This is an optimization exercise on Yosys and OpenROAD, whose aim is small area, not a production implementation.
The RTL was checked by simulation tests, not by an equivalence proof against the original design.
Power is estimated from default activity; no workload was simulated.

[flow/flow/abc_area.script]
strash
&get -n
&deepsyn -T 60
&put
dch -f
map -a
topo
[flow/constraint.sdc]
create_clock -name core_clock -period 10.0 [get_ports {Clk}]
set_input_delay 2.0000 -clock core_clock [delete_from_list [all_inputs] [get_ports {Clk}]]
set_output_delay 2.0000 -clock core_clock [all_outputs]
set_load 0.01 [all_outputs]
[flow/flow/run.sh]
#!/bin/bash
# Layout flow: the standard ORFS flow (standard.sh), with four changes
# that only affect which cells make up the layout:
#  - synthesis maps the logic with an area-oriented ABC script (abc_area.script
#    here) instead of ORFS's delay-oriented one with up-sizing;
#  - Yosys's full/half-adder extraction is skipped (ADDER_MAP_FILE empty), so
#    ABC sees the counters as plain logic;
#  - the port buffers are the smallest buffer, sky130_fd_sc_hd__buf_1;
#  - clock tree synthesis uses sky130_fd_sc_hd__clkbuf_8 and adds no dummy
#    loads.
# Everything else (synthesis script, floorplan, power grid, tap cells,
# placement, CTS, routing) is ORFS's, run through standard.sh.
set -euo pipefail
W=$PWD
rm -rf "$W/scripts"
cp -r "$FLOW_HOME/scripts" "$W/scripts"
cp "$W/flow/abc_area.script" "$W/scripts/abc_area.script"
bash standard.sh SCRIPTS_DIR="$W/scripts" ABC_AREA=1 ADDER_MAP_FILE= \
  "BUFFER_PORTS_ARGS=-buffer_cell sky130_fd_sc_hd__buf_1" \
  "CTS_ARGS=-sink_clustering_enable -repair_clock_nets -dont_use_dummy_load -buf_list sky130_fd_sc_hd__clkbuf_16 -sink_clustering_size 50 -sink_clustering_max_diameter 1000" finish > "$W/flow.log" 2>&1
[flow/config.mk]
export PLATFORM = sky130hd
export DESIGN_NAME = LCDDisplay
export DESIGN_NICKNAME = LCDDisplay
export VERILOG_FILES = /design/flow/design.v
export SDC_FILE = /design/flow/constraint.sdc
export NUM_CORES = 4
export LEC_CHECK = 0
export CAP_MARGIN = 20
export CORE_MARGIN = 2
export CORE_UTILIZATION = 40
export SLEW_MARGIN = 20
[flow/standard.sh]
#!/bin/bash
# synth_recipe.tcl (not shown) runs the flow's synth.tcl, then flattens the netlist and writes it again
# the make line also repeats each setting of config.mk as NAME=value (left out here)
make -C /OpenROAD-flow-scripts/flow DESIGN_CONFIG=/design/flow/config.mk WORK_HOME=/design/flow/orfs CLKGATE_MAP_FILE= SYNTH_SCRIPT=/design/flow/synth_recipe.tcl "${@:-finish}"
[flow/design.v]
`timescale 1ns / 1ns
module Bin2BCD(Clk, Load, Binary, En, Step, Ring);
   input Clk;
   input Load;
   input [11:0] Binary;
   input En;
   input [3:0] Step;
   output reg [11:0] Ring;
   wire [3:0] Ones = {Ring[1:0], Ring[11:10]};
   wire [3:0] Tens = Ring[5:2];
   wire [2:0] Hund = Ring[8:6];
   wire AddOnes = En && (Step >= 4'd3) && (Ones > 4'd4);
   wire AddTens = En && (Step >= 4'd7) && (Tens > 4'd4);
   wire [3:0] FixOnes = Ones + {2'b00, AddOnes, AddOnes};
   wire [3:0] FixTens = Tens + {2'b00, AddTens, AddTens};
   wire [2:0] FixHund = Hund & ~{3{En && (Step == 4'd10) && (Hund == 3'd5)}};
   wire [11:0] Fixed = {FixOnes[1:0], Ring[9], FixHund, FixTens, FixOnes[3:2]};
   always @(posedge Clk)
      if (Load) Ring <= Binary;
      else Ring <= {Fixed[10:0], Fixed[11]};
endmodule
`timescale 1ns / 1ns
module LcdInterface(Rst, Clk, Go, DispReact, DispTime, LCD_Data, LCD_E, LCD_RS, LCD_RW);
   input Clk, Rst;
   input Go;
   input DispReact;
   input [9:0] DispTime;
   output reg [11:8] LCD_Data;
   output reg LCD_E, LCD_RS;
   output LCD_RW;
   assign LCD_RW = 1'b0;
   reg [4:0] Slot;
   reg [3:0] Phase;
   reg LineReact;
   always @(posedge Clk) begin
      if (Rst) begin
         Slot <= 5'd9;
         Phase <= 4'd1;
      end
      else if (Slot == 5'd0) begin
         if (Go) Slot <= 5'd15;
      end
      else if (Phase == 4'd11) begin
         Phase <= 4'd0;
         Slot <= Slot + 5'd1;
      end
      else
         Phase <= Phase + 4'd1;
   end
   wire Load = (Slot == 5'd15) && (Phase == 4'd0);
   wire [11:0] Digits;
   Bin2BCD Bin2BCD_0 (Clk, Load, {DispTime[1:0] & {2{~DispReact}}, DispTime},
                      (Slot == 5'd15) && LineReact && (Phase != 4'd11), Phase, Digits);
   always @(posedge Clk)
      if (Load) LineReact <= DispReact;
   wire [1:0] LineCode = Digits[3:2];
   localparam [127:0] InitString = "Reaction Timer  ",
                      CheatString = "No Cheating!    ",
                      SlowString = "Too Slow!       ",
                      WaitString = "Wait for LEDs...",
                      ReactionString = "0.000 s         ";
   wire [3:0] Idx = ~Slot[3:0];    
   reg [7:0] Char;
   always @(*) begin
      if (LineReact) begin
         Char = ReactionString[{Idx, 3'b000} +: 8];
         if (Slot[3:0] == 4'd2) Char[3:0] = Digits[3:0];
         if (Slot[3:0] == 4'd3) Char[3:0] = Digits[11:8];
         if (Slot[3:0] == 4'd4) Char[3:0] = Digits[7:4];
      end
      else case (LineCode)
         2'd0: Char = InitString[{Idx, 3'b000} +: 8];
         2'd1: Char = CheatString[{Idx, 3'b000} +: 8];
         2'd2: Char = SlowString[{Idx, 3'b000} +: 8];
         default: Char = WaitString[{Idx, 3'b000} +: 8];
      endcase
   end
   always @(*) begin
      LCD_Data = 4'h0;
      LCD_E = 1'b0;
      LCD_RS = 1'b0;
      if (Slot[4]) begin
         LCD_RS = (Phase >= 4'd3 && Phase <= 4'd6);
         if (Phase == 4'd3) begin LCD_E = 1'b1; LCD_Data = Char[7:4]; end
         if (Phase == 4'd5) begin LCD_E = 1'b1; LCD_Data = Char[3:0]; end
      end
      else if (Slot == 5'd15) begin
         if (Phase == 4'd3) begin LCD_E = 1'b1; LCD_Data = 4'h8; end
         if (Phase == 4'd5) LCD_E = 1'b1;
      end
      else if (Slot != 5'd0) begin
         case ({Slot[2:0], Phase})
            {3'd1, 4'd3}: begin LCD_Data = 4'h3; end
            {3'd1, 4'd4}: begin LCD_E = 1'b1; LCD_Data = 4'h3; end
            {3'd1, 4'd5}: begin LCD_Data = 4'h3; end
            {3'd1, 4'd6}: begin LCD_E = 1'b1; LCD_Data = 4'h3; end
            {3'd1, 4'd7}: begin LCD_Data = 4'h3; end
            {3'd1, 4'd8}: begin LCD_E = 1'b1; LCD_Data = 4'h3; end
            {3'd1, 4'd9}: begin LCD_Data = 4'h3; end
            {3'd1, 4'd10}: begin LCD_Data = 4'h2; end
            {3'd1, 4'd11}: begin LCD_E = 1'b1; LCD_Data = 4'h2; end
            {3'd2, 4'd0}: begin LCD_Data = 4'h2; end
            {3'd2, 4'd1}: begin LCD_E = 1'b1; LCD_Data = 4'h2; end
            {3'd2, 4'd3}: begin LCD_E = 1'b1; LCD_Data = 4'h8; end
            {3'd2, 4'd5}: begin LCD_E = 1'b1; end
            {3'd2, 4'd7}: begin LCD_E = 1'b1; LCD_Data = 4'h6; end
            {3'd2, 4'd9}: begin LCD_E = 1'b1; end
            {3'd2, 4'd11}: begin LCD_E = 1'b1; LCD_Data = 4'hc; end
            {3'd3, 4'd1}: begin LCD_E = 1'b1; end
            {3'd3, 4'd3}: begin LCD_E = 1'b1; LCD_Data = 4'h1; end
            default: ;
         endcase
      end
   end
endmodule
`timescale 1ns / 1ns
module LCDDisplay(Clk, Rst, Cheat, Slow, Wait, ReactionTime, LCDUpdate, LCDAck, LCD_Data, LCD_E, LCD_RS, LCD_RW);
   input Clk, Rst;
   input Cheat, Slow, Wait;
   input [9:0] ReactionTime;
   input LCDUpdate;
   output reg LCDAck;
   output [11:8] LCD_Data;
   output LCD_E, LCD_RS, LCD_RW;
   localparam M_Init = 2'd0, M_Cheat = 2'd1, M_Slow = 2'd2, M_Wait = 2'd3;
   localparam S_Wait = 3'd0,
              S_LCDAck = 3'd1,
              S_Init = 3'd2,
              S_Reaction = {1'b1, M_Init},
              S_Cheat = {1'b1, M_Cheat},
              S_Slow = {1'b1, M_Slow},
              S_WaitString = {1'b1, M_Wait};
   reg [2:0] State;
   reg DispReact;
   reg [9:0] DispTime;
   wire GO = (State == S_LCDAck) | LCDAck;
   LcdInterface LcdInterface_0 (Rst, Clk, GO, DispReact, DispTime, LCD_Data, LCD_E, LCD_RS, LCD_RW);
   always @(posedge Clk) begin
      if (Rst) begin
         State <= S_Init;
         LCDAck <= 0;
      end
      else begin
         LCDAck <= (State == S_LCDAck);
         case (State)
            S_Wait: begin
               if (LCDUpdate) begin
                  if (Cheat) State <= S_Cheat;
                  else if (Slow) State <= S_Slow;
                  else if (Wait) State <= S_WaitString;
                  else State <= S_Reaction;
               end
            end
            S_LCDAck: begin
               if (!LCDUpdate) State <= S_Wait;
            end
            S_Init: State <= S_Wait;
            default: State <= S_LCDAck;    
         endcase
      end
   end
   always @(posedge Clk) begin
      if (Rst) begin
         DispReact <= 0;
         DispTime[1:0] <= M_Init;
      end
      else if (State[2]) begin
         DispReact <= (State == S_Reaction);
         DispTime[1:0] <= (State == S_Reaction) ? ReactionTime[1:0] : State[1:0];
      end
   end
   always @(posedge Clk)
      if (State == S_Reaction) DispTime[9:2] <= ReactionTime[9:2];
endmodule
==> results of run 1 <==
-- placed cells by master, fill, tap and decap left out, drive strengths merged, types with 3 or more instances in the layout --
cell    count
o211ai      4
o221ai      3
o21ai      32
edfxtp      9
clkbuf      5
a211oi      4
nand2      43
xor2        3
dfxtp      28
buf        22
nor2       70
nand3      10
a31oi       5
o32ai       3
nor3        6
a22oi       3
clkinv     55
a21oi      21
o22ai       3
-- per-stage QoR --
stage / setup WS (ns) / hold WS (ns)
after CTS: 5.151 / 0.4374
after floorplan: 6.103 / 0.4119
after global routing: 4.926 / 0.4789
final: 5.044 / 0.4427
after detailed placement: 5.450 / 0.4232
after global placement: 5.336 / 0.4177
-- worst paths after layout --
| check | startpoint | to | slack, ns | cells past startpoint |
|---|---|---|---|---|
| worst min register to register | DispTime[8]$_DFFE_PP_ | LcdInterface_0.Bin2BCD_0.Ring[8]$_DFF_P_ | 0.44 | 2 |
| worst max register to register | LcdInterface_0.Slot[0]$_SDFFE_PP1P_ | LcdInterface_0.Bin2BCD_0.Ring[0]$_DFF_P_ | 6.50 | 16 |
| worst max-delay path | LcdInterface_0.Slot[0]$_SDFFE_PP1P_ | LCD_Data[11] | 5.04 | 10 |
| worst min-delay path | DispTime[8]$_DFFE_PP_ | LcdInterface_0.Bin2BCD_0.Ring[8]$_DFF_P_ | 0.44 | 2 |
-- sequential cells by signal, indices dropped and copies added (netlist names) --
register	flops
DispReact	1
LcdInterface_0.Bin2BCD_0.Ring	12
LcdInterface_0.Phase	4
State	3
DispTime	10
LcdInterface_0.Slot	5
LCDAck	1
LcdInterface_0.LineReact	1
-- cell type report --
cell class	instances	area, µm²	share of cell area [%]
multi-input combinational	231	1152	46.37
sequential	37	830.8	33.43
inverter	55	206.4	8.308
clock buffer	5	125.1	5.035
tap	70	87.58	3.525
timing repair buffer	22	82.58	3.323
-- worst register-to-register path: stages, from the launching register on --
cell and delay [ns]:
dfxtp_1 0.57, clkinv_1 0.36, nor2_1 0.39, clkinv_1 0.21, nor2_1 0.13, clkinv_1 0.15, nor2_1 0.26, nand2_1 0.09
nor2_1 0.20, clkinv_1 0.14, a21oi_1 0.19, clkinv_1 0.08, nor2_1 0.16, nor3_1 0.09, nor2_1 0.13, nand2_1 0.10
xnor2_1 0.13
-- report_power, final --
part	total, µW	internal [µW]	switching, µW
registers	159	157	2.50
clock network	141	87.8	53.2
logic	24.4	7.91	16.5
-- per-layer routing --
layer  track usage, %  vias up
met5                0        -
met4            11.40        0
met3            3.333       35
met2            35.09      141
met1            28.88     1071
li1                 -     1173
-- logic make-up after synthesis --
family | synth area share [%]
simple gates | 23.80
compound gates | 26.88
buf+inv | 9.738
flops | 37.81
xor+xnor | 1.595
other cells | 0.1707
==> key figures, run 1 <==
Critical path
  – Cell family with most CP delay: buffers and inverters
  – CP Max Fanout: 12
  – Crit-path cells: clkinv_1 -> nor2_1 -> clkinv_1 -> nor2_1 -> clkinv_1 -> nor2_1 -> nor2_1 -> o22ai_1 -> a32o_1 -> buf_1
  – Crit end category: output pin
  – Worst Path Required: 8.00 ns
  – Crit path arrival time: 2.96 ns
  – Worst Setup Start Kind: flip-flop
  – CP max stage delay: 0.57 ns
  – Critical path's most frequent cell: nor2_1
  – Critical path type: reg -> out
  – Crit-path slowest cell: dfxtp_1
  – Worst Path Buf+Inv: 4

Min path
  – Min-Delay Path Class: reg -> reg

Yosys
  – Synth cell types: 34
  – Mapped Nets: 340
  – Mapped cell area: 2197 µm²
  – Yosys warning count: 3
  – Synth area leaders: dfxtp_1, edfxtp_1, nor2_1
  – Avg Inst Size Synth: 6.781 µm²
  – #FFs+latches synth: 37
  – Yosys top cell area share: 25.51%
  – Sequential fraction of the synthesis area: 37.81%
  – Post-synth top cells: nor2_1, clkinv_1, nand2_1, o21ai_0, dfxtp_1
  – Post-Synthesis Cells: 324
  – Most frequent cell after synthesis: nor2_1
  – Largest area contributor in the netlist: dfxtp_1
  – Post-synth EDFFs: 9
  – Asr flop ratio synth: 0%
  – Top FF cell, synth: dfxtp_1

Routing
  – Max Used Layer: met4
  – Metal-1 WL: 2.861 mm
  – Routed wire length: 6.389 mm
  – Drc violations: 0
  – Via/cell ratio: 5.762
  – Avg WL per Cell: 15.21 µm
  – Wire length on met2: 2.786 mm
  – ANT nets after route: 0
  – Initial DRC Count: 375
  – Vias: 2,420
  – Drt pass-1 iters: 5
  – Met3 wire len: 457 µm

Placement
  – Cell Area, Placed: 2360 µm²
  – PortBufs: 22
  – GPL Wtd Cong: 1.007
  – Placed insts: 415
  – Detailed placement HPWL: 4.971 mm

STA
  – Pins Over Slew Limit: 0
  – F_max: 201.8 MHz
  – Final setup vio count: 0
  – Tcrit/Tclk final: 49.56%
  – Setup tns final: 0 ns
  – Worst-Margin Slew: 0.7665 ns
  – Slew margin rel.: 48.71%
  – RSZ-0062 raised after global routing: no
  – Final Hold Viols: 0
  – Post-route minimum period: 4.956 ns
  – Clock Skew: 0.01397 ns

Final layout
  – Design Area, Final: 2485 µm²
  – Synth-to-layout area growth: 13.10%
  – Nets: 368
  – Post-route insts no fill: 420
  – Post-layout util: 47.74%
  – N_diodes: 0
  – FILL cells: 534
  – Share of cells above drive strength 1: 1.714%

GRT
  – Initial antenna violation count: 0
  – First-pass GRT wire length: 10.60 mm
  – Vias in the first global route: 2,194
  – Gr usage total: 22.01%
  – Largest net degree at the start of global routing: 14
  – Grt ovf: 0

Clocking
  – Post-CTS Setup Inserts: 0
  – CTS buffer count: 5
  – Clk sinks: 37
  – CTS Buffer Depth: 2
  – Worst skew pair latency: 0.28 ns
  – Post-CTS Hold Fix Bufs: 0
  – Max H-tree Level: 2
  – Post_cts resized: 0
  – CTS tree: done
  – CTS clk-pin slew, worst paths: 0.06 ns
  – Root Buffer: clkbuf_16

Run
  – Max Cap Viol: 0

Power and ir drop
  – Max VDD drop: 83.23 µV
  – Pleak: 0.0008537 µW
  – Total power: 324.7 µW
  – Pwr Density: 130.7 nW/µm²

Floorplanning
  – Core Region: 5205 µm²
  – Die Span Y: 78.12 µm
  – Die Wd: 78.12 µm
  – DIE AREA: 6102 µm²
  – Starting density of the core: 42.21%
  – IO Pins: 24
  – Num rows: 26

Outcome
  – Status: complete, no violations
==> run 2: changes to the inputs <==
--- a/flow/flow/run.sh
+++ b/flow/flow/run.sh
@@ -17,4 +17,4 @@
 cp "$W/flow/abc_area.script" "$W/scripts/abc_area.script"
 bash standard.sh SCRIPTS_DIR="$W/scripts" ABC_AREA=1 ADDER_MAP_FILE= \
   "BUFFER_PORTS_ARGS=-buffer_cell sky130_fd_sc_hd__buf_1" \
-  "CTS_ARGS=-sink_clustering_enable -repair_clock_nets -dont_use_dummy_load -buf_list sky130_fd_sc_hd__clkbuf_16 -sink_clustering_size 50 -sink_clustering_max_diameter 1000" finish > "$W/flow.log" 2>&1
+  "CTS_ARGS=-sink_clustering_enable -repair_clock_nets -dont_use_dummy_load -buf_list sky130_fd_sc_hd__clkbuf_8 -sink_clustering_size 50 -sink_clustering_max_diameter 500" finish > "$W/flow.log" 2>&1
==> key figures, run 2 <==
Outcome
  – Status: complete, no violations

Critical path
  – RR Startpoint: LcdInterface_0.Slot[0]$_SDFFE_PP1P_
  – Crit end category: output pin
  – Worst Path Required: 8.00 ns
  – R2R depth: 16
  – CP Max Fanout: 12
  – Critical Path Source: LcdInterface_0.Slot[0]$_SDFFE_PP1P_
  – Worst Setup Start Kind: flip-flop
  – Critical path type: reg -> out
  – Crit path arrival time: 3.03 ns

Final layout
  – Share of cells above drive strength 1: 1.714%
  – FILL cells: 544
  – Max reg flops: 12
  – Largest reg by FF count: LcdInterface_0.Bin2BCD_0.Ring
  – Commonest non-fill, non-tap cell in the layout: nor2_1
  – Most frequent cells in the layout: nor2_1, clkinv_1, nand2_1
  – N_diodes: 0
  – Post-route insts no fill: 420
  – Largest regs: LcdInterface_0.Bin2BCD_0.Ring (12), DispTime (10), LcdInterface_0.Slot (5)
  – Nets: 368
  – Post-layout util: 46.66%
  – Synth-to-layout area growth: 10.54%

GRT
  – Vias in the first global route: 2,203
  – First-pass GRT wire length: 10.61 mm
  – Grt ovf: 0
  – Gr usage total: 21.99%
  – Initial antenna violation count: 0
  – Largest net degree at the start of global routing: 14

STA
  – F_max: 199.0 MHz
  – Pins Over Slew Limit: 0
  – Worst-Margin Slew: 0.7636 ns
  – Worst hold margin: 0.4444 ns
  – Setup tns final: 0 ns
  – Clock Skew: 0.01531 ns
  – Post-route minimum period: 5.025 ns
  – Tcrit/Tclk final: 50.25%
  – Final Hold Viols: 0
  – RSZ-0062 raised after global routing: no
  – Slew margin rel.: 48.91%
  – Final setup vio count: 0

Routing
  – Drc violations: 0
  – ANT nets after route: 0
  – Drt pass-1 iters: 6
  – Routed wire length: 6.403 mm
  – Initial DRC Count: 371
  – Via/cell ratio: 5.779
  – Vias: 2,427
  – Avg WL per Cell: 15.25 µm

Clocking
  – Root Buffer: clkbuf_8
  – Max H-tree Level: 2
  – CTS Buffer Depth: 2
  – CTS buffer count: 5
  – Post_cts resized: 0
  – Post-CTS Hold Fix Bufs: 0
  – CTS clk-pin slew, worst paths: 0.07 ns
  – Clk sinks: 37
  – Worst skew pair latency: 0.28 ns
  – CTS tree: done
  – Post-CTS Setup Inserts: 0

Min path
  – Hold path cells: 2
  – Worst Hold Launch: DispTime[8]$_DFFE_PP_
  – Min-Delay Path Class: reg -> reg

Yosys
  – Yosys top cell area share: 25.51%
  – Avg Inst Size Synth: 6.781 µm²
  – Post-synth top cells: nor2_1, clkinv_1, nand2_1, o21ai_0, dfxtp_1
  – Post-synth EDFFs: 9
  – Sequential fraction of the synthesis area: 37.81%
  – Synth cell types: 34
  – Largest area contributor in the netlist: dfxtp_1
  – Mapped Nets: 340
  – Synth area leaders: dfxtp_1, edfxtp_1, nor2_1
  – Most frequent cell after synthesis: nor2_1
  – Yosys warning count: 3
  – Post-Synthesis Cells: 324
  – Asr flop ratio synth: 0%
  – #FFs+latches synth: 37
  – Mapped cell area: 2197 µm²
  – Top FF cell, synth: dfxtp_1

Run
  – Max Cap Viol: 0

Power and ir drop
  – Sw Share: 24.21%
  – Total power: 276.1 µW
  – Max VDD drop: 73.78 µV
  – Pleak: 0.0008280 µW
  – Clk pwr share: 33.5%
  – Int Pwr: 209.2 µW
  – Pwr Density: 113.7 nW/µm²
  – Flop pwr share: 57.6%
  – Combinational share of power: 8.9%
  – Switching power: 66.84 µW

Floorplanning
  – Core Region: 5205 µm²
  – IO Pins: 24
  – Num rows: 26
  – Die Span Y: 78.12 µm
  – DIE AREA: 6102 µm²
  – Die Wd: 78.12 µm
  – Starting density of the core: 42.21%

Placement
  – Detailed placement HPWL: 4.971 mm
  – PortBufs: 22
  – GPL Wtd Cong: 1.007
  – Placed insts: 415
==> run 2: cell counts after synthesis <==
Identical to the previous run, type by type.
==> run 2: kinds of logic after synthesis <==
logic type | Yosys count | share of synthesized area (%)
xor+xnor | 4 | 1.595
other cells | 1 | 0.1707
simple gates | 132 | 23.80
buf+inv | 56 | 9.738
flops | 37 | 37.81
compound gates | 94 | 26.88
==> run 2: layer usage <==
layer | part of all wire, % | up-vias | global-route usage [%]
met5 | 0 | - | 0
met4 | 5.2 | 0 | 12.11
met3 | 8.5 | 38 | 4.253
met2 | 43 | 161 | 34.05
met1 | 43 | 1060 | 28.81
li1 | - | 1168 | -
==> run 2: critical path, cell delays in order, from the launching register on <==
cell      delay, ns
dfxtp_1        0.59
clkinv_1       0.36
nor2_1         0.41
clkinv_1       0.22
nor2_1         0.13
clkinv_1       0.14
nor2_1         0.25
nor2_1         0.07
o22ai_1        0.20
a32o_1         0.21
buf_1          0.15
==> run 2: final timing paths <==
path / endpoint / slack [ns]
worst min register to register: LcdInterface_0.Bin2BCD_0.Ring[8]$_DFF_P_ / 0.44
worst max register to register: LcdInterface_0.Bin2BCD_0.Ring[0]$_DFF_P_ / 6.48
worst max-delay path: LCD_Data[11] / 4.97
worst min-delay path: LcdInterface_0.Bin2BCD_0.Ring[8]$_DFF_P_ / 0.44
==> run 2: power by group through the flow <==
stage          Combinational [µW]  Clock, µW  Sequential (µW)
6_report                     24.6       92.6              159
3_5_place_dp                 24.3          0              162
3_3_place_gp                 24.5          0              162
2_1_floorplan                16.2          0              162
4_1_cts                      24.3       94.6              159
5_1_grt                      28.0        102              159
==> run 2: through the flow <==
| step | instance area (µm²) | setup WS, ns |
|---|---|---|
| 2_1_floorplan | 2197 | 6.103 |
| 3_3_place_gp | 2360 | 5.336 |
| 3_5_place_dp | 2360 | 5.450 |
| 4_1_cts | 2429 | 5.137 |
| 5_1_grt | 2429 | 4.904 |
| 6_report | 2429 | 4.975 |
==> run 2: cell type report <==
type	count	area, µm²	share of cell area, %
sequential	37	830.8	34.21
inverter	55	206.4	8.501
timing repair buffer	22	82.58	3.400
multi-input combinational	231	1152	47.45
clock buffer	5	68.82	2.834
tap	70	87.58	3.606
==> run 3: changes to the inputs <==
--- a/flow/design.v
+++ b/flow/design.v
@@ -6,14 +6,24 @@
    input En;
    input [3:0] Step;
    output reg [11:0] Ring;
+   function [3:0] fix;
+      input [3:0] d;
+      input Add;
+      begin
+         fix[3] = d[3] | Add;
+         fix[2] = (~Add & d[2]) | (Add & d[3] & d[0]);
+         fix[1] = (~Add & d[1]) | (Add & ((d[2] & d[1] & d[0]) | (d[3] & ~d[0])));
+         fix[0] = (~Add & d[0]) | (Add & ~d[0] & (d[3] | (d[2] & d[1])));
+      end
+   endfunction
    wire [3:0] Ones = {Ring[1:0], Ring[11:10]};
    wire [3:0] Tens = Ring[5:2];
    wire [2:0] Hund = Ring[8:6];
-   wire AddOnes = En && (Step >= 4'd3) && (Ones > 4'd4);
-   wire AddTens = En && (Step >= 4'd7) && (Tens > 4'd4);
-   wire [3:0] FixOnes = Ones + {2'b00, AddOnes, AddOnes};
-   wire [3:0] FixTens = Tens + {2'b00, AddTens, AddTens};
-   wire [2:0] FixHund = Hund & ~{3{En && (Step == 4'd10) && (Hund == 3'd5)}};
+   wire AddOnes = En & (Step >= 4'd3) & (Ones[3] | (Ones[2] & (Ones[1] | Ones[0])));
+   wire AddTens = En & (Step >= 4'd7) & (Tens[3] | (Tens[2] & (Tens[1] | Tens[0])));
+   wire [3:0] FixOnes = fix(Ones, AddOnes);
+   wire [3:0] FixTens = fix(Tens, AddTens);
+   wire [2:0] FixHund = Hund & ~{3{En & (Step == 4'd10) & Hund[2] & ~Hund[1] & Hund[0]}};
    wire [11:0] Fixed = {FixOnes[1:0], Ring[9], FixHund, FixTens, FixOnes[3:2]};
    always @(posedge Clk)
       if (Load) Ring <= Binary;
--- a/flow/flow/run.sh
+++ b/flow/flow/run.sh
@@ -17,4 +17,4 @@
 cp "$W/flow/abc_area.script" "$W/scripts/abc_area.script"
 bash standard.sh SCRIPTS_DIR="$W/scripts" ABC_AREA=1 ADDER_MAP_FILE= \
   "BUFFER_PORTS_ARGS=-buffer_cell sky130_fd_sc_hd__buf_1" \
-  "CTS_ARGS=-sink_clustering_enable -repair_clock_nets -dont_use_dummy_load -buf_list sky130_fd_sc_hd__clkbuf_8 -sink_clustering_size 50 -sink_clustering_max_diameter 500" finish > "$W/flow.log" 2>&1
+  "CTS_ARGS=-repair_clock_nets -dont_use_dummy_load -buf_list sky130_fd_sc_hd__clkbuf_8" finish > "$W/flow.log" 2>&1
==> flow/flow/abc_area.script (replaced) <==
strash
dc2
dch -f
map -a
topo
==> key figures, run 3 <==
Yosys
  – Sequential fraction of the synthesis area: 36.05%
  – Largest area contributor in the netlist: dfxtp_1
  – Synth area leaders: dfxtp_1, nor2_1, edfxtp_1
  – Post-synth top cells: nor2_1, clkinv_1, nand2_1, o21ai_0, a21oi_1
  – Mapped Nets: 367
  – Yosys top cell area share: 24.32%
  – Most frequent cell after synthesis: nor2_1
  – Post-synth EDFFs: 9
  – Top FF cell, synth: dfxtp_1
  – Post-Synthesis Cells: 351
  – #FFs+latches synth: 37
  – Asr flop ratio synth: 0%
  – Mapped cell area: 2305 µm²
  – Avg Inst Size Synth: 6.566 µm²
  – Synth cell types: 26
  – Yosys warning count: 3

Outcome
  – Status: complete, no violations

Floorplanning
  – IO Pins: 24
  – DIE AREA: 6385 µm²
  – Starting density of the core: 41.60%
  – Die Span Y: 79.91 µm
  – Core Region: 5540 µm²
  – Die Wd: 79.91 µm
  – Num rows: 27

Critical path
  – CP Max Fanout: 11
  – Critical path type: reg -> out
  – Crit end category: output pin
  – Worst Setup Start Kind: flip-flop
  – Crit path arrival time: 3.10 ns
  – Worst Path Required: 8.00 ns

GRT
  – Vias in the first global route: 2,322
  – Largest net degree at the start of global routing: 17
  – Initial antenna violation count: 0
  – Grt ovf: 0
  – First-pass GRT wire length: 11.20 mm
  – Gr usage total: 22.46%

Routing
  – ANT nets after route: 0
  – Drc violations: 0
  – Avg WL per Cell: 15.02 µm
  – Routed wire length: 6.745 mm
  – Via/cell ratio: 5.764
  – Drt pass-1 iters: 9
  – Vias: 2,588
  – Initial DRC Count: 506

STA
  – Worst hold margin: 0.4561 ns
  – Clock Skew: 0.006350 ns
  – RSZ-0062 raised after global routing: no
  – F_max: 196.2 MHz
  – Setup tns final: 0 ns
  – Tcrit/Tclk final: 50.97%
  – Final Hold Viols: 0
  – Pins Over Slew Limit: 0
  – Final setup vio count: 0
  – Post-route minimum period: 5.097 ns
  – Slew margin rel.: 44.41%
  – Worst-Margin Slew: 0.8274 ns

Final layout
  – Post-route insts no fill: 449
  – Area of the multi-input gates: 1256 µm²
  – Synth-to-layout area growth: 10.15%
  – Reg area: 830.8 µm²
  – Most frequent cells in the layout: nor2_1, clkinv_1, nand2_1
  – Post-layout util: 45.82%
  – Max reg flops: 12
  – N_diodes: 0
  – FILL cells: 608
  – Nets: 395
  – Largest regs: LcdInterface_0.Bin2BCD_0.Ring (12), DispTime (10), LcdInterface_0.Slot (5)
  – Commonest non-fill, non-tap cell in the layout: nor2_1
  – Largest reg by FF count: LcdInterface_0.Bin2BCD_0.Ring
  – Share of cells above drive strength 1: 1.592%

Power and ir drop
  – Pwr Density: 114.2 nW/µm²
  – Combinational share of power: 11.0%
  – Max VDD drop: 98.46 µV
  – Total power: 289.8 µW
  – Pleak: 0.0008594 µW
  – Clk pwr share: 33.5%
  – Flop pwr share: 55.5%
  – Int Pwr: 212.1 µW
  – Switching power: 77.67 µW
  – Sw Share: 26.80%

Placement
  – Detailed placement HPWL: 5.235 mm
  – Placed insts: 444
  – GPL Wtd Cong: 0.9320
  – PortBufs: 22

Clocking
  – Max H-tree Level: 2
  – Post_cts resized: 0
  – Post-CTS Setup Inserts: 0
  – Post-CTS Hold Fix Bufs: 0
  – Worst skew pair latency: 0.29 ns
  – CTS tree: done
  – CTS Buffer Depth: 2
  – Clk sinks: 37
  – CTS clk-pin slew, worst paths: 0.07 ns
  – CTS buffer count: 5
  – Root Buffer: clkbuf_8

Run
  – Max Cap Viol: 0

Min path
  – Min-Delay Path Class: reg -> reg
run 3: changes by cell type after synthesis, moves of 2 or more:
cell	change
a21oi_1	+14
a31oi_1	+3
nand3_1	-2
nor2_1	+3
nor3_1	+6
o2111ai_1	-2
o211ai_1	+4
o21ai_0	+10
o22ai_1	-3
o311ai_0	+3
xor2_1	-3
run 3: path summary, 6_finish.rpt:
kind	start	to	slack (ns)	depth (start not counted)
max	LcdInterface_0.Slot[2]$_SDFFE_PP0P_	LCD_Data[9]	4.90	10
max reg2reg	LcdInterface_0.Slot[1]$_SDFFE_PP0P_	LcdInterface_0.Bin2BCD_0.Ring[0]$_DFF_P_	6.52	15
min reg2reg	DispTime[4]$_DFFE_PP_	LcdInterface_0.Bin2BCD_0.Ring[4]$_DFF_P_	0.46	2
min	DispTime[4]$_DFFE_PP_	LcdInterface_0.Bin2BCD_0.Ring[4]$_DFF_P_	0.46	2
run 3: routing by layer:
layer	share of wire [%]	GRT usage [%]
met1	44	30.38
met2	46	35.33
met3	8.1	4.525
met4	2.0	8.136
met5	0	0
run 3: kinds of logic after synthesis:
logic type             share of synthesized area [%]
and+or+nand+nor                                23.78
AOI/OAI and AO/OA                              30.08
buffers and inverters                          9.446
DFF                                            36.05
muxes                                         0.4886
other                                         0.1627
run 3: per-stage QoR:
stage / area (µm²) / setup WS [ns]
floorplan: 2305 / 6.121
global placement: 2470 / 5.189
detailed placement: 2470 / 5.367
CTS: 2539 / 5.073
global route: 2539 / 4.839
finish: 2539 / 4.903
run 3: cell type report:
type | count | share of cell area, %
multi-input cells | 257 | 49.48
flip-flops and latches | 37 | 32.73
inverters | 56 | 8.280
well taps | 72 | 3.549
repair buffers | 22 | 3.253
clock buffers | 5 | 2.711
run 3: power groups by stage:
stage	Sequential (µW)	Clock (µW)	Combinational (µW)
finish	161	96.9	32.0
global route	162	104	36.5
CTS	161	99.4	31.5
detailed placement	164	0	31.4
global placement	164	0	31.6
floorplan	163	0	21.8
run 3: worst max-delay path, cell delays in order (launching register included):
cell      delay [ns]
dfxtp_1         0.52
clkinv_1        0.37
nor2_1          0.42
clkinv_1        0.25
nor2_1          0.30
clkinv_1        0.20
nor3_1          0.24
o21ai_0         0.13
a21oi_1         0.12
o21ai_0         0.12
buf_1           0.15
==> run 4: changes to the inputs <==
--- a/flow/flow/run.sh
+++ b/flow/flow/run.sh
@@ -17,4 +17,4 @@
 cp "$W/flow/abc_area.script" "$W/scripts/abc_area.script"
 bash standard.sh SCRIPTS_DIR="$W/scripts" ABC_AREA=1 ADDER_MAP_FILE= \
   "BUFFER_PORTS_ARGS=-buffer_cell sky130_fd_sc_hd__buf_1" \
-  "CTS_ARGS=-repair_clock_nets -dont_use_dummy_load -buf_list sky130_fd_sc_hd__clkbuf_8" finish > "$W/flow.log" 2>&1
+  "CTS_ARGS=-sink_clustering_enable -repair_clock_nets -dont_use_dummy_load -buf_list sky130_fd_sc_hd__clkbuf_8 -sink_clustering_size 40 -sink_clustering_max_diameter 1000 -sink_buffer_max_cap_derate 1.0" finish > "$W/flow.log" 2>&1
==> key figures, run 4 <==
Yosys
  – Mapped Nets: 367
  – Most frequent cell after synthesis: nor2_1
  – Mapped cell area: 2305 µm²
  – Post-synth top cells: nor2_1, clkinv_1, nand2_1, o21ai_0, a21oi_1
  – Yosys warning count: 3
  – #FFs+latches synth: 37
  – Asr flop ratio synth: 0%
  – Post-synth EDFFs: 9
  – Yosys top cell area share: 24.32%
  – Synth cell types: 26
  – Largest area contributor in the netlist: dfxtp_1
  – Top FF cell, synth: dfxtp_1
  – Avg Inst Size Synth: 6.566 µm²
  – Post-Synthesis Cells: 351
  – Sequential fraction of the synthesis area: 36.05%
  – Synth area leaders: dfxtp_1, nor2_1, edfxtp_1

Critical path
  – Crit-path cells: clkinv_1 -> nor2_1 -> clkinv_1 -> nor2_1 -> clkinv_1 -> nor3_1 -> o21ai_0 -> a21oi_1 -> o21ai_0 -> buf_1
  – Crit path arrival time: 3.10 ns
  – Critical path type: reg -> out
  – CP max stage delay: 0.52 ns
  – Critical path's most frequent cell: clkinv_1
  – Worst Path Required: 8.00 ns
  – RR Startpoint: LcdInterface_0.Slot[1]$_SDFFE_PP0P_
  – Worst Path Buf+Inv: 4
  – Worst Setup Start Kind: flip-flop
  – Crit-path slowest cell: dfxtp_1
  – FF-to-FF setup slack: 6.52 ns
  – Crit end category: output pin
  – CP Max Fanout: 11
  – Worst R2R End: LcdInterface_0.Bin2BCD_0.Ring[0]$_DFF_P_
  – Cell family with most CP delay: buffers and inverters
  – R2R depth: 15

Outcome
  – Status: complete, no violations

Power and ir drop
  – Pwr Density: 114.2 nW/µm²
  – Total power: 289.8 µW
  – Max VDD drop: 98.46 µV
  – Pleak: 0.0008594 µW

Min path
  – Hold path cells: 2
  – Hold endpoint: LcdInterface_0.Bin2BCD_0.Ring[4]$_DFF_P_
  – Worst Hold Launch: DispTime[4]$_DFFE_PP_
  – Min-Delay Path Class: reg -> reg

Clocking
  – CTS clk-pin slew, worst paths: 0.07 ns
  – Clk sinks: 37
  – CTS tree: done
  – Post_cts resized: 0
  – Max H-tree Level: 2
  – Worst skew pair latency: 0.29 ns
  – CTS buffer count: 5
  – Root Buffer: clkbuf_8
  – Post-CTS Hold Fix Bufs: 0
  – Post-CTS Setup Inserts: 0
  – CTS Buffer Depth: 2

Floorplanning
  – Starting density of the core: 41.60%
  – Num rows: 27
  – IO Pins: 24
  – Die Wd: 79.91 µm
  – Core Region: 5540 µm²
  – DIE AREA: 6385 µm²
  – Die Span Y: 79.91 µm

Final layout
  – Largest regs: LcdInterface_0.Bin2BCD_0.Ring (12), DispTime (10), LcdInterface_0.Slot (5)
  – Commonest non-fill, non-tap cell in the layout: nor2_1
  – Synth-to-layout area growth: 10.15%
  – Largest reg by FF count: LcdInterface_0.Bin2BCD_0.Ring
  – Max reg flops: 12
  – Nets: 395
  – Most frequent cells in the layout: nor2_1, clkinv_1, nand2_1
  – N_diodes: 0
  – Share of cells above drive strength 1: 1.592%

Routing
  – Vias: 2,588
  – ANT nets after route: 0
  – Via/cell ratio: 5.764
  – Avg WL per Cell: 15.02 µm
  – Drt pass-1 iters: 9
  – Routed wire length: 6.745 mm
  – Initial DRC Count: 506
  – Drc violations: 0

Placement
  – PortBufs: 22
  – GPL Wtd Cong: 0.9320
  – Detailed placement HPWL: 5.235 mm

STA
  – Setup tns final: 0 ns
  – Final Hold Viols: 0
  – Slew margin rel.: 44.41%
  – Final setup vio count: 0
  – RSZ-0062 raised after global routing: no
  – Tcrit/Tclk final: 50.97%
  – Post-route minimum period: 5.097 ns
  – Worst-Margin Slew: 0.8274 ns
  – F_max: 196.2 MHz
  – Clock Skew: 0.006350 ns
  – Pins Over Slew Limit: 0

GRT
  – Largest net degree at the start of global routing: 17
  – Gr usage total: 22.46%
  – Grt ovf: 0
  – First-pass GRT wire length: 11.20 mm
  – Vias in the first global route: 2,322
  – Initial antenna violation count: 0

Run
  – Max Cap Viol: 0
-- run 4: worst max-delay path by stage --
stage	from	endpoint	slack [ns]	cells after the start
finish	LcdInterface_0.Slot[2]$_SDFFE_PP0P_	LCD_Data[9]	4.90	10
global route	LcdInterface_0.Slot[2]$_SDFFE_PP0P_	LCD_Data[8]	4.84	10
CTS	LcdInterface_0.Slot[2]$_SDFFE_PP0P_	LCD_Data[9]	5.07	10
detailed placement	LcdInterface_0.Slot[2]$_SDFFE_PP0P_	LCD_Data[9]	5.37	10
global placement	LcdInterface_0.Slot[2]$_SDFFE_PP0P_	LCD_Data[9]	5.19	10
floorplan	LcdInterface_0.Slot[1]$_SDFFE_PP0P_	LCD_Data[11]	6.12	8
-- run 4: cell type report --
| class | count | area [µm²] |
|---|---|---|
| inverter | 56 | 210.2 |
| timing repair buffer | 22 | 82.58 |
| multi-input combinational | 257 | 1256 |
| sequential | 37 | 830.8 |
| clock buffer | 5 | 68.82 |
| fill | 608 | 3002 |
| tap | 72 | 90.09 |
-- run 4: metrics by stage --
step / hold WS, ns / cell area (µm²) / util [%] / setup slack, ns / cells
2_1_floorplan: 0.4215 / 2305 / - / 6.121 / 351
3_3_place_gp: 0.4321 / 2470 / 44.58 / 5.189 / 444
3_5_place_dp: 0.4407 / 2470 / 44.58 / 5.367 / 444
4_1_cts: 0.4581 / 2539 / 45.82 / 5.073 / 449
5_1_grt: 0.4813 / 2539 / 45.82 / 4.839 / 449
6_report: 0.4561 / 2539 / 45.82 / 4.903 / 449
-- run 4: layer usage --
layer,vias to the layer above,global-route usage (%),wire (µm),part of all wire [%]
met1,1153,30.38,2990,44
li1,1283,-,-,-
met5,-,0,0,0
met3,20,4.525,549,8.1
met4,0,8.136,133,2.0
met2,132,35.33,3071,46
-- run 4: logic make-up after synthesis --
group	synth area share, %
flops	36.05
buf+inv	9.446
mux	0.4886
simple gates	23.78
other cells	0.1627
compound gates	30.08
-- run 4: report_power, final --
part           internal [µW]  switching, µW
logic                   10.4           21.6
clock network           45.0           51.9
registers                157           4.12
-- run 4: worst register-to-register path, stage by stage, from the launching register on --
cell and delay, ns:
dfxtp_1 0.43, clkinv_1 0.42, nor2_1 0.29, clkinv_1 0.20
nor3_1 0.37, clkinv_1 0.13, nor2_1 0.11, clkinv_1 0.16
nor3_1 0.23, clkinv_1 0.13, a21oi_1 0.29, o21ai_0 0.27
clkinv_1 0.11, nand2_1 0.05, o211ai_1 0.07, o21ai_0 0.10
==> run 5: changes to the inputs <==
--- a/flow/flow/run.sh
+++ b/flow/flow/run.sh
@@ -17,4 +17,4 @@
 cp "$W/flow/abc_area.script" "$W/scripts/abc_area.script"
 bash standard.sh SCRIPTS_DIR="$W/scripts" ABC_AREA=1 ADDER_MAP_FILE= \
   "BUFFER_PORTS_ARGS=-buffer_cell sky130_fd_sc_hd__buf_1" \
-  "CTS_ARGS=-sink_clustering_enable -repair_clock_nets -dont_use_dummy_load -buf_list sky130_fd_sc_hd__clkbuf_8 -sink_clustering_size 40 -sink_clustering_max_diameter 1000 -sink_buffer_max_cap_derate 1.0" finish > "$W/flow.log" 2>&1
+  "CTS_ARGS=-sink_clustering_enable -repair_clock_nets -dont_use_dummy_load -buf_list sky130_fd_sc_hd__clkbuf_8 -sink_clustering_size 40 -sink_clustering_max_diameter 1000 -sink_clustering_levels 1 -sink_clustering_buffer sky130_fd_sc_hd__clkbuf_16 -root_buf sky130_fd_sc_hd__clkbuf_16" finish > "$W/flow.log" 2>&1
==> key figures, run 5 <==
Yosys
  – #FFs+latches synth: 37
  – Mapped cell area: 2305 µm²
  – Post-synth EDFFs: 9
  – Mapped Nets: 367
  – Post-synth top cells: nor2_1, clkinv_1, nand2_1, o21ai_0, a21oi_1
  – Yosys top cell area share: 24.32%
  – Yosys warning count: 3
  – Largest area contributor in the netlist: dfxtp_1
  – Most frequent cell after synthesis: nor2_1
  – Avg Inst Size Synth: 6.566 µm²
  – Synth area leaders: dfxtp_1, nor2_1, edfxtp_1
  – Synth cell types: 26
  – Top FF cell, synth: dfxtp_1
  – Post-Synthesis Cells: 351
  – Asr flop ratio synth: 0%
  – Sequential fraction of the synthesis area: 36.05%

Critical path
  – Cell family with most CP delay: buffers and inverters
  – CP max stage delay: 0.52 ns
  – Crit path arrival time: 3.06 ns
  – Crit-path slowest cell: dfxtp_1
  – CP Max Fanout: 11
  – Crit-path cells: clkinv_1 -> nor2_1 -> clkinv_1 -> nor2_1 -> clkinv_1 -> nor3_1 -> o21ai_0 -> a21oi_1 -> o21ai_0 -> buf_1
  – Critical path type: reg -> out
  – Critical path's most frequent cell: clkinv_1
  – Crit end category: output pin
  – Worst Path Buf+Inv: 4
  – Worst Path Required: 8.00 ns
  – Worst Setup Start Kind: flip-flop

Clocking
  – CTS clk-pin slew, worst paths: 0.06 ns
  – Root Buffer: clkbuf_16
  – Clk sinks: 37
  – Post-CTS Setup Inserts: 0
  – CTS tree: done
  – CTS Buffer Depth: 2
  – Post_cts resized: 0
  – Worst skew pair latency: 0.28 ns
  – Max H-tree Level: 2
  – Post-CTS Hold Fix Bufs: 0
  – CTS buffer count: 5

Placement
  – Detailed placement HPWL: 5.235 mm
  – Cell Area, Placed: 2470 µm²
  – PortBufs: 22
  – GPL Wtd Cong: 0.9320

Routing
  – Routed wire length: 6.789 mm
  – Met3 wire len: 576 µm
  – ANT nets after route: 0
  – Metal-1 WL: 2.936 mm
  – Drt pass-1 iters: 6
  – Avg WL per Cell: 15.12 µm
  – Vias: 2,629
  – Max Used Layer: met4
  – Via/cell ratio: 5.855
  – Initial DRC Count: 549
  – Drc violations: 0
  – Wire length on met2: 3.046 mm

Final layout
  – Nets: 395
  – Commonest non-fill, non-tap cell in the layout: nor2_1
  – Most frequent cells in the layout: nor2_1, clkinv_1, nand2_1
  – Share of cells above drive strength 1: 1.592%
  – N_diodes: 0
  – Largest regs: LcdInterface_0.Bin2BCD_0.Ring (12), DispTime (10), LcdInterface_0.Slot (5)
  – Design Area, Final: 2595 µm²
  – Synth-to-layout area growth: 12.60%
  – Largest reg by FF count: LcdInterface_0.Bin2BCD_0.Ring
  – Max reg flops: 12

Power and ir drop
  – Pleak: 0.0008850 µW
  – Max VDD drop: 68.91 µV
  – Flop pwr share: 47.5%
  – Clk pwr share: 43.0%
  – Combinational share of power: 9.5%
  – Switching power: 83.64 µW
  – Pwr Density: 130.7 nW/µm²
  – Sw Share: 24.67%
  – Int Pwr: 255.5 µW

STA
  – Slew margin rel.: 44.26%
  – Pins Over Slew Limit: 0
  – F_max: 197.8 MHz
  – Tcrit/Tclk final: 50.56%
  – Worst-Margin Slew: 0.8297 ns
  – RSZ-0062 raised after global routing: no
  – Setup tns final: 0 ns
  – Final setup vio count: 0
  – Worst hold margin: 0.4520 ns
  – Post-route minimum period: 5.056 ns
  – Final Hold Viols: 0
  – Clock Skew: 0.006918 ns

GRT
  – Grt ovf: 0
  – First-pass GRT wire length: 11.28 mm
  – Largest net degree at the start of global routing: 17
  – Vias in the first global route: 2,351
  – Initial antenna violation count: 0
  – Gr usage total: 22.87%

Min path
  – Min-Delay Path Class: reg -> reg

Run
  – Max Cap Viol: 0

Floorplanning
  – Die Span Y: 79.91 µm
  – DIE AREA: 6385 µm²
  – IO Pins: 24
  – Die Wd: 79.91 µm
  – Core Region: 5540 µm²
  – Starting density of the core: 41.60%
  – Num rows: 27

Outcome
  – Status: complete, no violations
==> run 5: layer usage <==
layer | vias to the layer above | track usage [%]
met3 | 34 | 4.638
met4 | 0 | 9.831
li1 | 1283 | -
met2 | 142 | 35.58
met5 | - | 0
met1 | 1170 | 30.59
==> run 5: layout make-up <==
class	instances	area, µm²
Clock buffer	5	125.1
Tap cell	72	90.09
Fill cell	606	2945
Inverter	56	210.2
Multi-Input combinational cell	257	1256
Sequential cell	37	830.8
Timing Repair Buffer	22	82.58
==> run 5: cell families (layout without fill, tap and decap cells) <==
| family | Yosys count | count (layout) | synth area share [%] |
|---|---|---|---|
| DFF | 37 | 37 | 36.05 |
| muxes | 1 | 1 | 0.4886 |
| other | 1 | 1 | 0.1627 |
| and+or+nand+nor | 138 | 138 | 23.78 |
| AOI/OAI and AO/OA | 117 | 117 | 30.08 |
| buffers and inverters | 57 | 83 | 9.446 |
==> run 5: worst register-to-register path: cells and delay by family (launching register included) <==
family	cells	cell delay, ns
compound gates	4	0.89
buf+inv	5	1.04
flops	1	0.44
simple gates	4	1.00
==> run 5: stage by stage <==
step	cells	total power, µW	utilization, %	setup WS [ns]
after CTS	449	339.6	46.84	5.088
after floorplan	351	184.9	-	6.121
after detailed placement	444	195.6	44.58	5.367
after global routing	449	350.4	46.84	4.856
after global placement	444	195.8	44.58	5.189
final	449	339.1	46.84	4.944
==> run 5: worst paths after layout <==
path / from / to / slack (ns) / cells after the start
setup / recovery: LcdInterface_0.Slot[2]$_SDFFE_PP0P_ / LCD_Data[9] / 4.94 / 10
hold / removal: DispTime[4]$_DFFE_PP_ / LcdInterface_0.Bin2BCD_0.Ring[4]$_DFF_P_ / 0.45 / 2
setup reg to reg: LcdInterface_0.Slot[1]$_SDFFE_PP0P_ / LcdInterface_0.Bin2BCD_0.Ring[1]$_DFF_P_ / 6.51 / 13
hold reg to reg: DispTime[4]$_DFFE_PP_ / LcdInterface_0.Bin2BCD_0.Ring[4]$_DFF_P_ / 0.45 / 2
==> run 5: power groups by stage <==
stage / sequential, µW / combinational (µW) / clock, µW
4_1_cts: 161 / 31.5 / 147
5_1_grt: 162 / 36.5 / 152
3_3_place_gp: 164 / 31.6 / 0
6_report: 161 / 32.2 / 146
2_1_floorplan: 163 / 21.8 / 0
3_5_place_dp: 164 / 31.4 / 0
==> run 6: changes to the inputs <==
==> flow/flow/run.sh (replaced) <==
#!/bin/bash
# Layout flow: the standard ORFS flow (standard.sh), with these changes,
# which only affect which cells make up the layout:
#  - synthesis maps the logic with an area-oriented ABC script (abc_area.script
#    here: deep AIG optimisation, then area mapping) instead of ORFS's
#    delay-oriented one with up-sizing. The synthesis is run three times, with
#    three random seeds for the AIG optimisation, each in its own ORFS work
#    folder (orfs_<seed>); the run with the smallest cell area is kept and the
#    layout continues from it in orfs/;
#  - Yosys's full/half-adder extraction is skipped (ADDER_MAP_FILE empty), so
#    ABC sees the counters as plain logic;
#  - the port buffers are the smallest buffer, sky130_fd_sc_hd__buf_1;
#  - clock tree synthesis uses sky130_fd_sc_hd__clkbuf_8 and adds no dummy
#    loads.
# Everything else (synthesis script, floorplan, power grid, tap cells,
# placement, routing) is ORFS's, run through standard.sh.
set -euo pipefail
W=$PWD
SEEDS="1 2 3"
for s in $SEEDS; do
  rm -rf "$W/scripts_$s" "$W/orfs_$s"
  cp -r "$FLOW_HOME/scripts" "$W/scripts_$s"
  sed "s/@SEED@/$s/" "$W/flow/abc_area.script" > "$W/scripts_$s/abc_area.script"
done
pids=""
for s in $SEEDS; do
  bash standard.sh WORK_HOME="$W/orfs_$s" SCRIPTS_DIR="$W/scripts_$s" ABC_AREA=1 \
    ADDER_MAP_FILE= synth > "$W/synth_$s.log" 2>&1 &
  pids="$pids $!"
done
for p in $pids; do wait "$p"; done
best=""
best_area=""
for s in $SEEDS; do
  a=$(grep "Chip area for module" "$W/orfs_$s/reports/sky130hd/LCDDisplay/base/synth_stat.txt" | awk '{print $NF}')
  echo "seed $s: synthesis cell area $a" | tee -a "$W/seeds.log"
  if [[ -z "$best" ]] || awk -v a="$a" -v b="$best_area" 'BEGIN { exit !(a < b) }'; then
    best=$s
    best_area=$a
  fi
done
echo "kept seed $best" | tee -a "$W/seeds.log"
rm -rf "$W/orfs"
cp -a "$W/orfs_$best" "$W/orfs"
bash standard.sh SCRIPTS_DIR="$W/scripts_$best" ABC_AREA=1 ADDER_MAP_FILE= \
  "BUFFER_PORTS_ARGS=-buffer_cell sky130_fd_sc_hd__buf_1" \
  "CTS_ARGS=-sink_clustering_enable -repair_clock_nets -dont_use_dummy_load -buf_list sky130_fd_sc_hd__clkbuf_8 -sink_clustering_size 50 -sink_clustering_max_diameter 500" \
  finish > "$W/flow.log" 2>&1
==> flow/flow/abc_area.script (replaced) <==
strash
&get -n
&deepsyn -T 240 -S @SEED@
&put
dch -f
map -a
topo
==> key figures, run 6 <==
Critical path
  – Worst Setup Start Kind: flip-flop
  – CP Max Fanout: 11
  – Critical path's most frequent cell: o21ai_0
  – Crit-path slowest cell: dfxtp_1
  – Worst Path Required: 8.00 ns
  – Crit-path cells: clkinv_1 -> nor2_1 -> o21ai_0 -> o311ai_0 -> o21ai_0 -> a21oi_1 -> nand2_1 -> a21oi_1 -> clkinv_1 -> a31oi_1 -> o21ai_0 -> buf_1
  – Crit end category: output pin
  – FF-to-FF setup slack: 7.16 ns
  – R2R depth: 9
  – CP max stage delay: 0.53 ns
  – Critical path type: reg -> out
  – Crit path arrival time: 3.18 ns

Final layout
  – Largest reg by FF count: LcdInterface_0.Bin2BCD_0.Ring
  – Post-layout util: 46.06%
  – Largest regs: LcdInterface_0.Bin2BCD_0.Ring (12), DispTime (10), LcdInterface_0.Slot (5)
  – Synth-to-layout area growth: 10.84%
  – Commonest non-fill, non-tap cell in the layout: nor2_1
  – N_diodes: 0
  – Design Area, Final: 2367 µm²
  – Share of cells above drive strength 1: 1.791%
  – Max reg flops: 12
  – Nets: 353
  – Most frequent cells in the layout: nor2_1, nand2_1, clkinv_1

STA
  – Clock Skew: 0.007974 ns
  – Worst-Margin Slew: 0.6804 ns
  – Setup tns final: 0 ns
  – Final setup vio count: 0
  – Final Hold Viols: 0
  – RSZ-0062 raised after global routing: no
  – Tcrit/Tclk final: 51.78%
  – F_max: 193.1 MHz
  – Post-route minimum period: 5.178 ns
  – Pins Over Slew Limit: 0
  – Slew margin rel.: 54.47%

Placement
  – GPL Wtd Cong: 0.9509
  – Cell Area, Placed: 2298 µm²
  – Detailed placement HPWL: 4.522 mm
  – PortBufs: 22

Min path
  – Hold path cells: 2
  – Min-Delay Path Class: reg -> reg

GRT
  – Largest net degree at the start of global routing: 18
  – Gr usage total: 19.46%
  – Grt ovf: 0
  – Initial antenna violation count: 0
  – First-pass GRT wire length: 9.377 mm
  – Vias in the first global route: 2,015

Yosys
  – Most frequent cell after synthesis: nor2_1
  – Mapped Nets: 325
  – Sequential fraction of the synthesis area: 38.90%
  – Synth area leaders: dfxtp_1, edfxtp_1, nor2_1
  – Mapped cell area: 2136 µm²
  – Yosys warning count: 3
  – Top FF cell, synth: dfxtp_1
  – Avg Inst Size Synth: 6.912 µm²
  – #FFs+latches synth: 37
  – Post-synth EDFFs: 9
  – Yosys top cell area share: 26.24%
  – Asr flop ratio synth: 0%
  – Post-synth top cells: nor2_1, nand2_1, clkinv_1, o21ai_0
  – Post-Synthesis Cells: 309
  – Synth cell types: 33
  – Largest area contributor in the netlist: dfxtp_1

Clocking
  – CTS clk-pin slew, worst paths: 0.07 ns
  – Post_cts resized: 0
  – Root Buffer: clkbuf_8
  – Post-CTS Setup Inserts: 0
  – CTS tree: done
  – Clk sinks: 37
  – Worst skew pair latency: 0.28 ns
  – CTS buffer count: 5
  – Max H-tree Level: 2
  – Post-CTS Hold Fix Bufs: 0
  – CTS Buffer Depth: 2

Routing
  – Drc violations: 0
  – ANT nets after route: 0
  – Via/cell ratio: 5.689
  – Avg WL per Cell: 14.35 µm
  – Initial DRC Count: 257
  – Routed wire length: 5.813 mm
  – Vias: 2,304
  – Drt pass-1 iters: 5

Floorplanning
  – Starting density of the core: 41.55%
  – DIE AREA: 5940 µm²
  – Die Span Y: 77.07 µm
  – Num rows: 26
  – IO Pins: 24
  – Die Wd: 77.07 µm
  – Core Region: 5140 µm²

Outcome
  – Status: complete, no violations

Run
  – Max Cap Viol: 0

Power and ir drop
  – Pwr Density: 124.1 nW/µm²
  – Total power: 293.7 µW
  – Pleak: 0.0008066 µW
  – Max VDD drop: 82.78 µV
## run 6: cell count changes after synthesis, sizes merged, moves of 3 or more
cell and change:
o21ai -9, a21oi -7, o311ai -3, o22ai +3, nor2 -20, nand3 +4, a22oi -3, clkinv -14
nand2 +3
## run 6: cells by family after synthesis
kind of cell	after synthesis	synth area share, %
simple gates	125	23.79
buf+inv	43	7.733
compound gates	99	27.71
flops	37	38.90
xor+xnor	3	1.230
other cells	1	0.1756
mux	1	0.4687
## run 6: through the flow
stage,instances,worst slack (ns),hold WS [ns]
final,405,4.822,0.4352
after global routing,405,4.562,0.4591
after CTS,405,4.935,0.4384
after detailed placement,400,5.267,0.4214
after global placement,400,5.126,0.4194
after floorplan,309,5.923,0.4119
## run 6: final timing paths
path / start / endpoint
setup / recovery: LcdInterface_0.Slot[2]$_SDFFE_PP0P_ / LCD_Data[8]
hold / removal: DispTime[8]$_DFFE_PP_ / LcdInterface_0.Bin2BCD_0.Ring[8]$_DFF_P_
setup reg to reg: LcdInterface_0.Slot[0]$_SDFFE_PP1P_ / LcdInterface_0.Bin2BCD_0.Ring[11]$_DFF_P_
hold reg to reg: DispTime[8]$_DFFE_PP_ / LcdInterface_0.Bin2BCD_0.Ring[8]$_DFF_P_
## run 6: worst max-delay path: cells and delay by family (launching register included)
kind	cells	cell delay, ns
AOI/OAI and AO/OA	7	1.23
buffers and inverters	3	0.63
DFF	1	0.53
and+or+nand+nor	2	0.52
## run 6: power by group
group	leakage [µW]	switching (µW)	internal (µW)	total (µW)
Clock	0.0000359	45.2	44.8	90.0
Combinational	0.000458	28.2	13.7	41.9
Sequential	0.000312	4.58	157	162
## run 6: layout make-up
class | instances | area (µm²)
fill | 571 | 2773
multi-input combinational | 229 | 1140
sequential | 37 | 830.8
inverter | 42 | 157.7
tap | 70 | 87.58
timing repair buffer | 22 | 82.58
clock buffer | 5 | 68.82
## run 6: routing by layer
layer,GRT usage (%),routed length (µm)
met1,25.90,2671
met2,31.58,2648
met3,4.235,409
met4,6.071,84
met5,0,0
==> run 7: changes to the inputs <==
--- a/flow/design.v
+++ b/flow/design.v
@@ -23,18 +23,20 @@
    wire AddTens = En & (Step >= 4'd7) & (Tens[3] | (Tens[2] & (Tens[1] | Tens[0])));
    wire [3:0] FixOnes = fix(Ones, AddOnes);
    wire [3:0] FixTens = fix(Tens, AddTens);
-   wire [2:0] FixHund = Hund & ~{3{En & (Step == 4'd10) & Hund[2] & ~Hund[1] & Hund[0]}};
+   wire HundFive = En & (Step == 4'd10) & Hund[2] & Hund[0];
+   wire [2:0] FixHund = {Hund[2] & ~HundFive, Hund[1], Hund[0] & ~HundFive};
    wire [11:0] Fixed = {FixOnes[1:0], Ring[9], FixHund, FixTens, FixOnes[3:2]};
    always @(posedge Clk)
       if (Load) Ring <= Binary;
       else Ring <= {Fixed[10:0], Fixed[11]};
 endmodule
 `timescale 1ns / 1ns
-module LcdInterface(Rst, Clk, Go, DispReact, DispTime, LCD_Data, LCD_E, LCD_RS, LCD_RW);
+module LcdInterface(Rst, Clk, Go, DispReact, DispTime, First, LCD_Data, LCD_E, LCD_RS, LCD_RW);
    input Clk, Rst;
    input Go;
    input DispReact;
    input [9:0] DispTime;
+   output First;    
    output reg [11:8] LCD_Data;
    output reg LCD_E, LCD_RS;
    output LCD_RW;
@@ -57,6 +59,7 @@
       else
          Phase <= Phase + 4'd1;
    end
+   assign First = (Slot == 5'd9) && (Phase == 4'd1);
    wire Load = (Slot == 5'd15) && (Phase == 4'd0);
    wire [11:0] Digits;
    Bin2BCD Bin2BCD_0 (Clk, Load, {DispTime[1:0] & {2{~DispReact}}, DispTime},
@@ -129,13 +132,14 @@
    input Cheat, Slow, Wait;
    input [9:0] ReactionTime;
    input LCDUpdate;
-   output reg LCDAck;
+   output LCDAck;
    output [11:8] LCD_Data;
    output LCD_E, LCD_RS, LCD_RW;
    localparam M_Init = 2'd0, M_Cheat = 2'd1, M_Slow = 2'd2, M_Wait = 2'd3;
    localparam S_Wait = 3'd0,
-              S_LCDAck = 3'd1,
-              S_Init = 3'd2,
+              S_WaitAck = 3'd1,
+              S_LCDAck = 3'd2,
+              S_LCDAckAck = 3'd3,
               S_Reaction = {1'b1, M_Init},
               S_Cheat = {1'b1, M_Cheat},
               S_Slow = {1'b1, M_Slow},
@@ -143,31 +147,25 @@
    reg [2:0] State;
    reg DispReact;
    reg [9:0] DispTime;
-   wire GO = (State == S_LCDAck) | LCDAck;
-   LcdInterface LcdInterface_0 (Rst, Clk, GO, DispReact, DispTime, LCD_Data, LCD_E, LCD_RS, LCD_RW);
+   assign LCDAck = ~State[2] & State[0];
+   wire GO = ~State[2] & (State[1] | State[0]);
+   wire First;
+   LcdInterface LcdInterface_0 (Rst, Clk, GO, DispReact, DispTime, First, LCD_Data, LCD_E, LCD_RS, LCD_RW);
    always @(posedge Clk) begin
-      if (Rst) begin
-         State <= S_Init;
-         LCDAck <= 0;
+      if (Rst)
+         State <= S_Wait;
+      else if (State[2])    
+         State <= S_LCDAck;
+      else if (State[1])    
+         State <= LCDUpdate ? S_LCDAckAck : S_WaitAck;
+      else if (LCDUpdate && !First) begin    
+         if (Cheat) State <= S_Cheat;
+         else if (Slow) State <= S_Slow;
+         else if (Wait) State <= S_WaitString;
+         else State <= S_Reaction;
       end
-      else begin
-         LCDAck <= (State == S_LCDAck);
-         case (State)
-            S_Wait: begin
-               if (LCDUpdate) begin
-                  if (Cheat) State <= S_Cheat;
-                  else if (Slow) State <= S_Slow;
-                  else if (Wait) State <= S_WaitString;
-                  else State <= S_Reaction;
-               end
-            end
-            S_LCDAck: begin
-               if (!LCDUpdate) State <= S_Wait;
-            end
-            S_Init: State <= S_Wait;
-            default: State <= S_LCDAck;    
-         endcase
-      end
+      else
+         State <= S_Wait;
    end
    always @(posedge Clk) begin
       if (Rst) begin
@@ -180,5 +178,5 @@
       end
    end
    always @(posedge Clk)
-      if (State == S_Reaction) DispTime[9:2] <= ReactionTime[9:2];
+      if (State[2]) DispTime[9:2] <= ReactionTime[9:2];
 endmodule
==> key figures, run 7 <==
Power and ir drop
  – Clk pwr share: 25.2%
  – Pleak: 0.0007831 µW
  – Combinational share of power: 24.9%
  – Int Pwr: 236.3 µW
  – Sw Share: 34.02%
  – Switching power: 121.9 µW
  – Max VDD drop: 100.8 µV

Routing
  – Drt pass-1 iters: 5
  – Initial DRC Count: 238
  – Vias: 2,287
  – Routed wire length: 6.332 mm

Clocking
  – CTS clk-pin slew, worst paths: 0.07 ns
  – CTS Buffer Depth: 2
  – CTS buffer count: 5
  – CTS tree: done
  – Max H-tree Level: 2
  – Post-CTS Setup Inserts: 0

Final layout
  – Post-route insts no fill: 407
  – N_diodes: 0
  – Reg area: 810.8 µm²
  – Largest reg by FF count: LcdInterface_0.Bin2BCD_0.Ring
  – Commonest non-fill, non-tap cell in the layout: nor2_1
  – Post-layout util: 46.08%
  – Share of cells above drive strength 1: 1.484%
  – Area of the multi-input gates: 1112 µm²

STA
  – F_max: 189.6 MHz
  – Final Worst Setup Slack: 4.726 ns
  – Worst hold margin: 0.4411 ns
  – Slew margin rel.: 55.12%
  – Worst-Margin Slew: 0.6723 ns
  – Final Hold Viols: 0
  – Final setup vio count: 0
  – Tcrit/Tclk final: 52.74%
  – Post-route minimum period: 5.274 ns

Yosys
  – Mux share of post-synthesis cell area: 0%
  – Synth cell types: 31
  – Synth Area in XOR/XNOR: 0.8255%
  – Largest area contributor in the netlist: dfxtp_1
  – Post-synth top cells: nor2_1, clkinv_1, nand2_1, a21oi_1, dfxtp_1
  – Avg Inst Size Synth: 6.823 µm²
  – Largest family of logic cells by synthesized area: compound AO/OA/AOI/OAI gates
  – Post-Synthesis Cells: 311
  – Mapped cell area: 2122 µm²
  – Synth area leaders: dfxtp_1, edfxtp_1, nor2_1
  – Top FF cell, synth: dfxtp_1
  – Asr flop ratio synth: 0%
  – #FFs+latches synth: 36
  – Post-Synth Simple-Gate Area: 24.29%
  – Mapped Nets: 327
  – Sequential fraction of the synthesis area: 38.21%
  – Yosys top cell area share: 25.47%

Critical path
  – Worst Setup Start Kind: flip-flop
  – Crit end category: output pin
  – Critical path type: reg -> out
  – Crit-path cells: nor2_1 -> clkinv_1 -> nor3_1 -> clkinv_1 -> a21oi_1 -> o22ai_1 -> a31oi_1 -> a21boi_0 -> nand2_1 -> a221oi_1 -> o22ai_1 -> buf_1
  – CP Max Fanout: 12
  – CP max stage delay: 0.43 ns
  – Crit path arrival time: 3.27 ns

Floorplanning
  – Num rows: 26
  – Die Wd: 76.84 µm
  – Starting density of the core: 41.55%
  – DIE AREA: 5904 µm²

GRT
  – Vias in the first global route: 2,265
  – Largest net degree at the start of global routing: 18
  – Initial antenna violation count: 0
  – Grt ovf: 0
  – Gr usage total: 22.82%

Placement
  – Placed insts: 402
  – Dpl ws: 5.095 ns
  – Detailed placement HPWL: 4.898 mm

Outcome
  – Status: complete, no violations
-- run 7: cell count changes in the layout (fill, tap and decap cells not counted), sizes merged, moves of 3 or more --
cell / before / now
a21oi: 28 / 31
a31oi: 7 / 3
clkinv: 42 / 51
nand2: 46 / 41
nor2: 53 / 58
o21ai: 33 / 24
o22ai: 3 / 7
-- run 7: stage by stage --
step / power (µW) / instance area (µm²)
4_1_cts: 359.0 / 2354
6_report: 358.2 / 2354
2_1_floorplan: 239.2 / 2122
3_3_place_gp: 271.8 / 2285
3_5_place_dp: 268.4 / 2285
5_1_grt: 382.6 / 2354
-- run 7: layout make-up --
cell class                 count  share of cell area [%]
multi-input combinational    223                   47.26
sequential                    36                   34.45
inverter                      51                   8.134
tap                           70                   3.721
timing repair buffer          22                   3.509
clock buffer                   5                   2.924
-- run 7: worst paths after layout --
check | startpoint | to | slack (ns) | cells past startpoint
worst max-delay path | LcdInterface_0.Slot[0]$_SDFFE_PP1P_ | LCD_Data[8] | 4.73 | 12
worst max register to register | LcdInterface_0.Slot[0]$_SDFFE_PP1P_ | LcdInterface_0.Bin2BCD_0.Ring[5]$_DFF_P_ | 6.63 | 13
worst min-delay path | LcdInterface_0.Bin2BCD_0.Ring[8]$_DFF_P_ | LcdInterface_0.Bin2BCD_0.Ring[7]$_DFF_P_ | 0.44 | 1
worst min register to register | LcdInterface_0.Bin2BCD_0.Ring[8]$_DFF_P_ | LcdInterface_0.Bin2BCD_0.Ring[7]$_DFF_P_ | 0.44 | 1
-- run 7: cells by family (layout without fill, tap and decap cells) --
logic type	after synthesis	after routing
and+or+nand+nor	126	126
DFF	36	36
buffers and inverters	52	78
other	1	1
xor gates and xnor gates	2	2
AOI/OAI and AO/OA	94	94
-- run 7: critical path, delay by kind of cell (launching register included) --
family / cells / cell delay [ns]
AOI/OAI and AO/OA: 6 / 1.12
buffers and inverters: 3 / 0.64
DFF: 1 / 0.43
and+or+nand+nor: 3 / 0.81
-- run 7: layer usage --
metal	wire length, µm	up-vias	share of wire [%]	GRT usage, %
met1	2830	985	45	29.79
met3	543	26	8.6	5.412
met5	0	-	0	0
li1	-	1144	-	-
met4	259	0	4.1	13.27
met2	2698	132	43	34.30
-- run 7: power groups by stage --
stage | registers [µW] | clock network [µW] | logic [µW]
global placement | 183 | 0 | 89.2
CTS | 179 | 93.6 | 86.8
global route | 181 | 102 | 99.8
floorplan | 177 | 0 | 62.7
finish | 179 | 90.3 | 89.2
detailed placement | 182 | 0 | 86.4

## static timing again, ports no longer ideal
How much do the figures lean on ideal ports? The routed layouts below were timed once more, with nothing changed but the port constraints.
Step 1: set_driving_cell puts a clkbuf_16 on Clk and a buf_2 on each other input, an assumption about the parent block.
Step 2 also shifts input and output timing later by t, the mid clock arrival at the registers, as if the neighbouring blocks saw the same clock.
Slacks: no drivers / after step 1 / after step 2; pairs: no drivers / after step 1.
| run | t, ns | slack for setup (ns) |
|---|---|---|
| run 1 | 0.304 | 5.044 / 5.012 / 5.316 |
| run 2 | 0.304 | 4.975 / 4.947 / 5.251 |
| run 3 | 0.309 | 4.903 / 4.876 / 5.185 |
| run 4 | 0.309 | 4.903 / 4.876 / 5.185 |
| run 5 | 0.311 | 4.944 / 4.909 / 5.220 |
| run 6 | 0.300 | 4.822 / 4.798 / 5.098 |
| run 7 | 0.299 | 4.726 / 4.699 / 4.998 |
After both steps setup and hold are still met in every run listed.
